What follows belongs to an exercise in optimizing a design on an open flow for small area; a production flow would make more cautious choices. Function not checked in this run: the RTL went through the layout flow alone. No driver is modelled on the clock port, so clocking that relies on it looks cheaper here than on a real chip. Power and IR drop assume default switching activity.

`design/flow/flow/run.sh`:
```
#!/bin/bash
# Own layout flow: the standard flow (standard.sh) with
#  - the standard synthesis script plus an area-oriented ABC script and
#    no full/half-adder extraction (flow/abc_proc.tcl, flow/area.abc);
#  - ports buffered with the smallest buffer;
#  - CTS with clkbuf_4 and no dummy loads, then clock buffers whose
#    flip-flop clock pins see a slew above 100 ps upsized (flow/post_cts.tcl).
# Each tool's full output stays in orfs/logs/ (one log per step); make's own
# output goes to flow_make.log.
set -euo pipefail
W=$(pwd)
export OWN_ABC_SCRIPT=$W/flow/area.abc
{ head -n 1 "$W/synth_recipe.tcl"; cat "$W/flow/abc_proc.tcl"; tail -n +2 "$W/synth_recipe.tcl"; } > "$W/own_synth.tcl"
bash "$W/standard.sh" SYNTH_SCRIPT="$W/own_synth.tcl" ADDER_MAP_FILE= \
  BUFFER_PORTS_ARGS="-buffer_cell sky130_fd_sc_hd__buf_1" \
  POST_CTS_TCL="$W/flow/post_cts.tcl" \
  CTS_ARGS="-sink_clustering_enable -repair_clock_nets -dont_use_dummy_load -buf_list sky130_fd_sc_hd__clkbuf_4 -sink_clustering_size 6 -sink_clustering_max_diameter 40" finish > "$W/flow_make.log" 2>&1
```
`design/flow/flow/abc_proc.tcl`:
```
# Map the logic for area: run ABC with flow/area.abc in place of the
# script the standard synthesis passes (registers are mapped before ABC
# runs, so they stay as the standard synthesis makes them).
proc abc {args} {
  set i [lsearch $args -script]
  if {$i >= 0} { lset args [expr {$i + 1}] $::env(OWN_ABC_SCRIPT) }
  yosys abc {*}$args
}
```
`design/flow/flow/area.abc`:
```
strash
ifraig
dc2
&get -n
&deepsyn -T 60 -S 7
&put
strash
dch -f
amap
```
`design/flow/flow/post_cts.tcl`:
```
proc own_clk_pin_slew {inst} {
  set out [get_pins -of_objects $inst -filter "direction == output"]
  set net [get_nets -of_objects $out]
  set worst 0
  foreach p [get_pins -of_objects $net -filter "direction == input"] {
    if {[get_property $p name] == "CLK"} {
      set s [get_property $p slew_max]
      if {$s > $worst} { set worst $s }
    }
  }
  return $worst
}
set own_next [dict create sky130_fd_sc_hd__clkbuf_4 sky130_fd_sc_hd__clkbuf_8 \
                          sky130_fd_sc_hd__clkbuf_8 sky130_fd_sc_hd__clkbuf_16]
set own_db [ord::get_db]
set own_block [ord::get_db_block]
for {set own_pass 0} {$own_pass < 3} {incr own_pass} {
  estimate_parasitics -placement
  set own_swap {}
  foreach inst [get_cells -filter "ref_name =~ sky130_fd_sc_hd__clkbuf_*"] {
    set ref [get_property $inst ref_name]
    if {[dict exists $own_next $ref] && [own_clk_pin_slew $inst] > 0.100} {
      lappend own_swap [list [get_full_name $inst] $ref]
    }
  }
  if {[llength $own_swap] == 0} { break }
  foreach s $own_swap {
    lassign $s name ref
    set odb_inst [$own_block findInst $name]
    $odb_inst swapMaster [$own_db findMaster [dict get $own_next $ref]]
    puts "own post-CTS: $name $ref -> [dict get $own_next $ref]"
  }
}
detailed_placement
check_placement -verbose
estimate_parasitics -placement
```
`design/flow/standard.sh`:
```
#!/bin/bash
# synth_recipe.tcl (not shown) runs the flow's synth.tcl, then flattens the netlist and writes it again
# the make line also repeats each setting of config.mk as NAME=value (left out here)
make -C /OpenROAD-flow-scripts/flow DESIGN_CONFIG=/design/flow/config.mk WORK_HOME=/design/flow/orfs CLKGATE_MAP_FILE= SYNTH_SCRIPT=/design/flow/synth_recipe.tcl "${@:-finish}"
```
`design/flow/config.mk`:
```
export PLATFORM = sky130hd
export DESIGN_NAME = relogio
export DESIGN_NICKNAME = relogio
export VERILOG_FILES = /design/flow/design.v
export SDC_FILE = /design/flow/constraint.sdc
export NUM_CORES = 4
export LEC_CHECK = 0
export CAP_MARGIN = 20
export CORE_MARGIN = 2
export CORE_UTILIZATION = 70
export SLEW_MARGIN = 20
```
`design/flow/constraint.sdc`:
```
create_clock -name core_clock -period 10.0 [get_ports {clock}]
set_input_delay 2.0000 -clock core_clock [delete_from_list [all_inputs] [get_ports {clock}]]
set_output_delay 2.0000 -clock core_clock [all_outputs]
set_load 0.01 [all_outputs]
```
`design/flow/design.v`:
```
module edge_detector
(
  input clock, reset, din,
  output reg rising
);
  reg        waiting;
  localparam [16:0] ODD = 17'h0AAAA;
  reg [16:0] st;
  reg        above;
  wire [16:0] lfsr = st ^ ODD;
  wire zero_low = (lfsr[15:0] == 16'd0);
  wire last     = lfsr[16] & zero_low;                   
  wire at_130   = lfsr[16] & lfsr[13] & lfsr[3];         
  wire feedback = lfsr[16] ^ lfsr[13] ^ zero_low;
  wire done = ~din & above;
  always @(posedge clock)
  begin
    if (reset == 1'b1) begin
      rising  <= 1'b0;
      waiting <= 1'b0;
    end
    else begin
      rising  <= ~rising & ~waiting & din;
      waiting <= rising | (waiting & ~done);
    end
  end
  always @(posedge clock)
  begin
    if (rising) begin
      st    <= ODD;
      above <= 1'b0;
    end
    else begin
      st    <= {lfsr[15:0], feedback} ^ ODD;
      above <= ~last & (above | at_130);
    end
  end
endmodule
module relogio
(
        input clock,
        input reset,
        input soma,
        input subtracao,
        input cont,
        input start,
        output [7:0] an,
        output [7:0] dec_cat
);
  wire soma_ed, subtracao_ed, cont_ed;
  edge_detector menosf (.clock(clock), .reset(reset), .din(subtracao), .rising(subtracao_ed));
  edge_detector maisf  (.clock(clock), .reset(reset), .din(soma),      .rising(soma_ed));
  edge_detector contf  (.clock(clock), .reset(reset), .din(cont),      .rising(cont_ed));
  localparam [4:0] PODD = 5'b01010;
  reg [4:0] pst;
  wire [4:0] ph = pst ^ PODD;
  reg [2:0] dign;
  reg [6:0] qn;      
  wire [2:0] dig = ~dign;
  wire [6:0] q = ~qn;
  wire step   = ~ph[4] & ph[3];                    
  wire q_end  = (q == 7'd80);                      
  wire tick   = ph[4] & ~ph[3] & (dig == 3'd4) & (q == 7'd60);   
  always @(posedge clock)
  begin
    if (reset) begin
      pst <= PODD;
      dign <= 3'b111;
      qn   <= 7'b1111111;
    end
    else begin
      pst <= {ph[3:0], ~ph[4]} ^ PODD;
      if (step) begin
        dign <= ~(dig + 3'd1);
        if (dig == 3'd7)
          qn <= q_end ? 7'b1111111 : ~{q[5:0], ~(q[6] ^ q[5])};
      end
    end
  end
  reg [1:0] EA;
  reg r1, ca;
  always @(posedge clock)
  begin
    if (reset) begin
      EA <= 2'd0;
      r1 <= 1'b0;
      ca <= 1'b0;
    end
    else begin
      r1 <= cont_ed;
      ca <= cont_ed | r1 | (EA != 2'd0);
      if (r1)
        EA <= EA + 2'd1;
    end
  end
  localparam [11:0] BODD = 12'hAAA;
  reg [11:0] bst;
  reg blink;
  wire [11:0] bcnt = bst ^ BODD;
  wire bend = (bcnt == 12'd518);
  wire bfb  = ~(bcnt[11] ^ bcnt[5] ^ bcnt[3] ^ bcnt[0]);
  always @(posedge clock)
  begin
    if (reset | bend | cont_ed)
      bst <= BODD;
    else
      bst <= {bcnt[10:0], bfb} ^ BODD;
  end
  always @(posedge clock)
  begin
    if (reset)
      blink <= 1'b0;
    else if (bend | cont_ed)
      blink <= ~blink;
  end
  reg [4:0] ah, bh;
  reg [5:0] am, as, bm, bs;
  wire s_59 = (as == 6'd59);
  wire m_59 = (am == 6'd59);
  wire h_23 = (ah == 5'd23);
  wire up = soma_ed;
  wire dn = subtracao_ed & ~soma_ed;
  wire run = (EA == 2'd0);
  wire sel_h = (EA == 2'd1) | (run & s_59 & m_59);
  wire sel_m = (EA == 2'd2) | (run & s_59 & ~m_59);
  wire [5:0] f = sel_h ? {1'b0, ah} : sel_m ? am : as;
  wire f_max = sel_h ? h_23 : sel_m ? m_59 : s_59;
  wire count_up = run | up;
  wire [5:0] f_ud = count_up ? f + 6'd1 : f - 6'd1;
  wire [5:0] is = sel_h | sel_m ? 6'd0 : f_ud;
  wire [5:0] im = sel_h ? 6'd0 : sel_m ? f_ud : am;
  wire [4:0] ih = sel_h ? (h_23 ? 5'd0 : f_ud[4:0]) : ah;
  always @(posedge clock)
  begin
    if (reset) begin
      {bh, bm, bs} <= 17'd0;
    end
    else if (tick) begin
      if (ca)
        {bh, bm, bs} <= {ah, am, as};
      else
        {bh, bm, bs} <= {ih, im, is};
    end
  end
  wire chg = up ? ~f_max : (dn & (f != 6'd0));
  wire ld_h = ~run & chg & (EA == 2'd1);
  wire ld_m = ~run & chg & (EA == 2'd2);
  wire ld_s = ~run & chg & (EA == 2'd3);
  wire kp_h = ~run & ~ld_h;
  wire kp_m = ~run & ~ld_m;
  wire kp_s = ~run & ~ld_s;
  always @(posedge clock)
  begin
    ah <= ({5{run}} & bh) | ({5{ld_h}} & f_ud[4:0]) | ({5{kp_h}} & ah);
    am <= ({6{run}} & bm) | ({6{ld_m}} & f_ud)      | ({6{kp_m}} & am);
    as <= ({6{run}} & bs) | ({6{ld_s}} & f_ud)      | ({6{kp_s}} & as);
  end
  reg [5:0] fsel;
  always @*
    case (dig[2:1])
      2'd0: fsel = as;
      2'd1: fsel = am;
      default: fsel = {1'b0, ah};
    endcase
  wire [2:0] ftens = (fsel >= 6'd50) ? 3'd5 : (fsel >= 6'd40) ? 3'd4 : (fsel >= 6'd30) ? 3'd3 :
                     (fsel >= 6'd20) ? 3'd2 : (fsel >= 6'd10) ? 3'd1 : 3'd0;
  wire [5:0] funits6 = fsel - ftens * 4'd10;
  wire [3:0] funits = funits6[3:0];
  reg [3:0] sel;
  reg lit;
  wire luz_h = blink | (EA != 2'd1);
  wire luz_m = blink | (EA != 2'd2);
  wire luz_s = blink | (EA != 2'd3);
  reg [3:0] dval;
  reg dlit;
  always @*
  begin
    case (dig)
      3'd0, 3'd2, 3'd4: dval = funits;
      3'd1, 3'd3, 3'd5: dval = {1'b0, ftens};
      3'd6: dval = 4'd0;
      default: dval = {2'b0, EA};
    endcase
    case (dig)
      3'd0, 3'd1: dlit = luz_s;
      3'd2, 3'd3: dlit = luz_m;
      3'd4, 3'd5: dlit = luz_h;
      3'd6: dlit = 1'b0;
      default: dlit = 1'b1;
    endcase
  end
  always @(posedge clock or posedge reset)
  begin
    if (reset) begin
      sel <= 4'd0;
      lit <= 1'b0;
    end
    else if (step) begin
      sel <= dval;
      lit <= dlit;
    end
  end
  wire [2:0] shown = dig - 3'd1;
  genvar gi;
  generate
    for (gi = 0; gi < 8; gi = gi + 1) begin : g_an
      assign an[gi] = ~(lit & (shown == gi));
    end
  endgenerate
  wire d3 = sel[3], d2 = sel[2], d1 = sel[1], d0 = sel[0];
  wire [6:0] seg;
  assign seg[6] = ~(d3 | d1 | (d2 & d0) | (~d2 & ~d0));
  assign seg[5] = ~(~d2 | ~(d1 ^ d0));
  assign seg[4] = ~(d2 | ~d1 | d0);
  assign seg[3] = ~(d3 | (~d2 & ~d0) | (d1 & ~d0) | (~d2 & d1) | (d2 & ~d1 & d0));
  assign seg[2] = ~((~d2 & ~d0) | (d1 & ~d0));
  assign seg[1] = ~(d3 | (~d1 & ~d0) | (d2 & ~d1) | (d2 & ~d0));
  assign seg[0] = ~(d3 | (d1 & ~d2) | (d2 & ~d1) | (d1 & ~d0));
  assign dec_cat = {seg, 1'b1};
endmodule
```
==> impl_metrics.py <==
metrics = {
    "outcome": {
        "outcome": "finished clean",
    },
    "critical_path": {
        "r2r-end": "as[1]",
        "path_cells": "clkinv_1 > or3_1 > o21ai_0 > nor2_1 > a222oi_1 > nand2_1 > nor3_1 > o22ai_1 > a21oi_1 > a21oi_1 > a21oi_1 > nor2_1 > a21oi_1 > a21oi_1 > o21a_1 > nor3_1 > nor2_1 > a222oi_1 > clkinv_1",
        "critical_path.max_stage_delay_ns": 0.72,
        "crit_path_max_fanout": 7,
        "setup.worst_path.end": "as[1]",
        "rr_worst_depth": 19,
        "crit_type": "flip-flop to flip-flop",
        "cp-end-kind": "flip-flop",
        "critPathSlowestCell": "nor3_1",
        "r2r-start": "as[0]",
        "cp.required_ns": 10.38,
        "start_kind": "flip-flop",
        "r2r_slack_ns": 4.48,
        "cp_common_cell": "a21oi_1",
        "arrival_ns": 5.91,
        "crit_path_start": "as[0]",
    },
    "clock_tree": {
        "clk_transition_reported_paths_ns": 0.10,
        "clk_latency_ns": 0.52,
        "cts_sinks": 131,
        "tritoncts": "yes",
    },
    "final_layout": {
        "seqCellArea_sq_um": 2650,
        "multi_input_area_sq_um": 1900,
        "nFillCells": 488,
        "synthToLayoutAreaGrowth_pct": 6.72,
        "nets": 608,
        "layout_commonest_cell": "dfxtp_1",
        "final_cell_mix": "126 x dfxtp_1, 96 x nor2_1, 88 x clkinv_1",
        "drive_gt1_share_pct": 3.33,
        "final_area_sq_um": 5210,
        "final_cells": 680,
        "n_antenna_cell": 0,
    },
    "global_routing": {
        "grt_pass1_vias": 3934,
        "grt_pass1_wl_um": 17500,
        "grt_max_degree": 24,
        "globalRoute.totalOverflow": 0,
        "antenna_found_initial": 0,
        "grtUsageTotal_pct": 29.5,
    },
    "pwr": {
        "p_leak_nw": 1.98,
        "peakVddDrop_uv": 139,
        "powerDensity_nw_per_um2": 175,
    },
    "placed_design": {
        "place_area_sq_um": 5060,
        "port-buffer-count": 19,
        "routabilityCongestion": 0.939,
        "dp_hpwl_um": 7660,
        "numPlacedInstances": 663,
        "preCtsSetupSlack_ns": 4.70,
    },
    "logic_synthesis": {
        "synth_cell_type_count": 40,
        "netlist_area_sq_um": 4880,
        "ys_ff_latch": 131,
        "synth-main-ff-cell": "dfxtp_1",
        "ys_warn_count": 2,
        "syn_inst": 563,
        "synthArstFlopShare_pct": 3.82,
        "yosysSeqAreaShare_pct": 54.3,
        "syn_area_per_cell_sq_um": 8.67,
        "synth_nets": 569,
        "synth_edf_count": 0,
    },
    "floorplanning": {
        "row_count": 30,
        "dieArea_sq_um": 7650,
        "io_pins": 22,
        "initial_core_util_pct": 72.2,
        "dieHeight_um": 87.5,
        "die_w_um": 87.5,
        "core_sq_um": 6760,
    },
    "run": {
        "cap_violations": 0,
    },
    "route": {
        "drc_errors": 0,
        "ant_nets": 0,
        "wl_um": 10500,
        "vias": 4175,
        "post_drt_via_cell_ratio": 6.14,
        "drtPass1Iterations": 7,
        "wire_per_inst_um": 15.5,
        "drt_iter0_markers": 417,
    },
    "sta": {
        "hold_slack_ns": 0.364,
        "finalCritPeriodShare_pct": 55.2,
        "max_freq_ghz": 0.181,
        "tightest_slew_ns": 0.967,
        "relSlewSlack_pct": 35.0,
        "worst_slack_ns": 4.48,
        "slew_violations": 0,
        "setup_viol": 0,
        "fin_tns_setup_ns": 0,
        "rsz0062_at_grt": "false",
        "fin_crit_ns": 5.52,
        "fin_worst_skew_ns": 0.0272,
        "hold_violations": 0,
    },
    "min_path": {
        "hp-class": "flip-flop to flip-flop",
    },
}
## where the power goes
part	internal (mW)	leakage, nW	switching [mW]
registers	0.558	1.09	0.0237
clock network	0.0901	0.0860	0.154
logic	0.0342	0.798	0.0515
total	0.682	1.98	0.229
## routing by layer
layer | global-route usage (%) | up-vias | wire length [um]
met5 | 0 | - | 0
met4 | 10.9 | 0 | 132
met3 | 7.68 | 17 | 750
met2 | 48.3 | 157 | 4960
met1 | 37.6 | 1956 | 4670
li1 | - | 2045 | -
## worst min path at each step
stage	startpoint	endpoint	slack (ns)	cells after the start
final	pst[2]	pst[3]	0.36	1
after global routing	pst[2]	pst[3]	0.38	1
after detailed placement	pst[2]	pst[3]	0.36	1
after global placement	pst[2]	pst[3]	0.35	1
after floorplan	pst[0]	pst[1]	0.34	1
## critical path, delay by kind of cell (launching register included)
kind	cells	cell delay, ns
simple gates	7	2.12
flops	1	0.40
buf+inv	2	0.26
compound gates	10	2.58
## synthesized netlist by cell type (all sizes together) (2+ instances only)
cell type | number | area share [%]
dfxtp | 126 | 52
nor2 | 97 | 7.5
clkinv | 88 | 6.8
nand2 | 56 | 4.3
a222oi | 38 | 7.8
a21oi | 22 | 2.3
o21ai | 20 | 2.1
nor3 | 17 | 1.7
nand3 | 12 | 1.2
or2 | 11 | 1.4
o22ai | 8 | 1.0
nand4 | 6 | 0.77
dfrtp | 5 | 2.6
and3 | 4 | 0.51
nand4b | 4 | 0.72
nor4 | 4 | 0.51
o21a | 4 | 0.62
o22a | 4 | 0.72
a21boi | 3 | 0.46
a22oi | 3 | 0.46
nand2b | 3 | 0.38
nor2b | 3 | 0.38
or4 | 3 | 0.46
a211oi | 2 | 0.31
a21o | 2 | 0.31
a31oi | 2 | 0.26
o221ai | 2 | 0.36
or4b | 2 | 0.41
## layout make-up
| class | instances | share of cell area, % |
|---|---|---|
| tap | 80 | 1.92 |
| timing repair buffer | 21 | 1.66 |
| clock buffer | 17 | 2.81 |
| sequential | 131 | 50.8 |
| multi-input combinational | 343 | 36.4 |
| inverter | 88 | 6.34 |
## stage by stage
| step | util, % | power [mW] |
|---|---|---|
| after floorplan | - | 0.650 |
| after global placement | 74.9 | 0.671 |
| after detailed placement | 74.9 | 0.678 |
| after global routing | 77.1 | 0.951 |
| final | 77.1 | 0.912 |
## logic make-up (layout without fill, tap and decap cells)
| group | after synthesis | in the layout | share of synthesized area (%) |
|---|---|---|---|
| and+or+nand+nor | 224 | 224 | 20.7 |
| AOI/OAI and AO/OA | 118 | 118 | 18.1 |
| buffers and inverters | 89 | 126 | 6.92 |
| DFF | 131 | 131 | 54.3 |
| other | 1 | 1 | 0.0768 |
## registers in the layout, indices dropped and copies added (netlist names), 4 cells and up
name       count
sel            4
contf.st      17
as             6
bs             6
pst            5
maisf.st      17
menosf.st     17
bm             6
bst           12
bh             5
qn             7
ah             5
am             6

==> what the ideal ports hide <==
No port has a modelled driver above. Below, the same layout with a new extraction and two added sets of constraints.
Step 1 assumes that a clkbuf_16 drives the clock port and a buf_2 every other input.
Step 2 times the ports against the registers' clock, not the clock port: input delays grow and output delays shrink by t, the midpoint of the rising clock arrivals with the driver on.
a / b / c = no drivers / after step 1 / after step 2; a / b = the first two.
t, ns: 0.538
slack for setup (ns): 4.476 / 4.476 / 4.476
hold slack, ns: 0.364 / 0.364 / 0.364
clock arrival spread, ns: 0.032 / 0.032
worst slew at a driven data input, ns: 0.03
After both steps setup and hold are still met in this run. For this run, drivers alone change the setup slack by 0.000 ns; drivers and shift together by 0.000 ns.
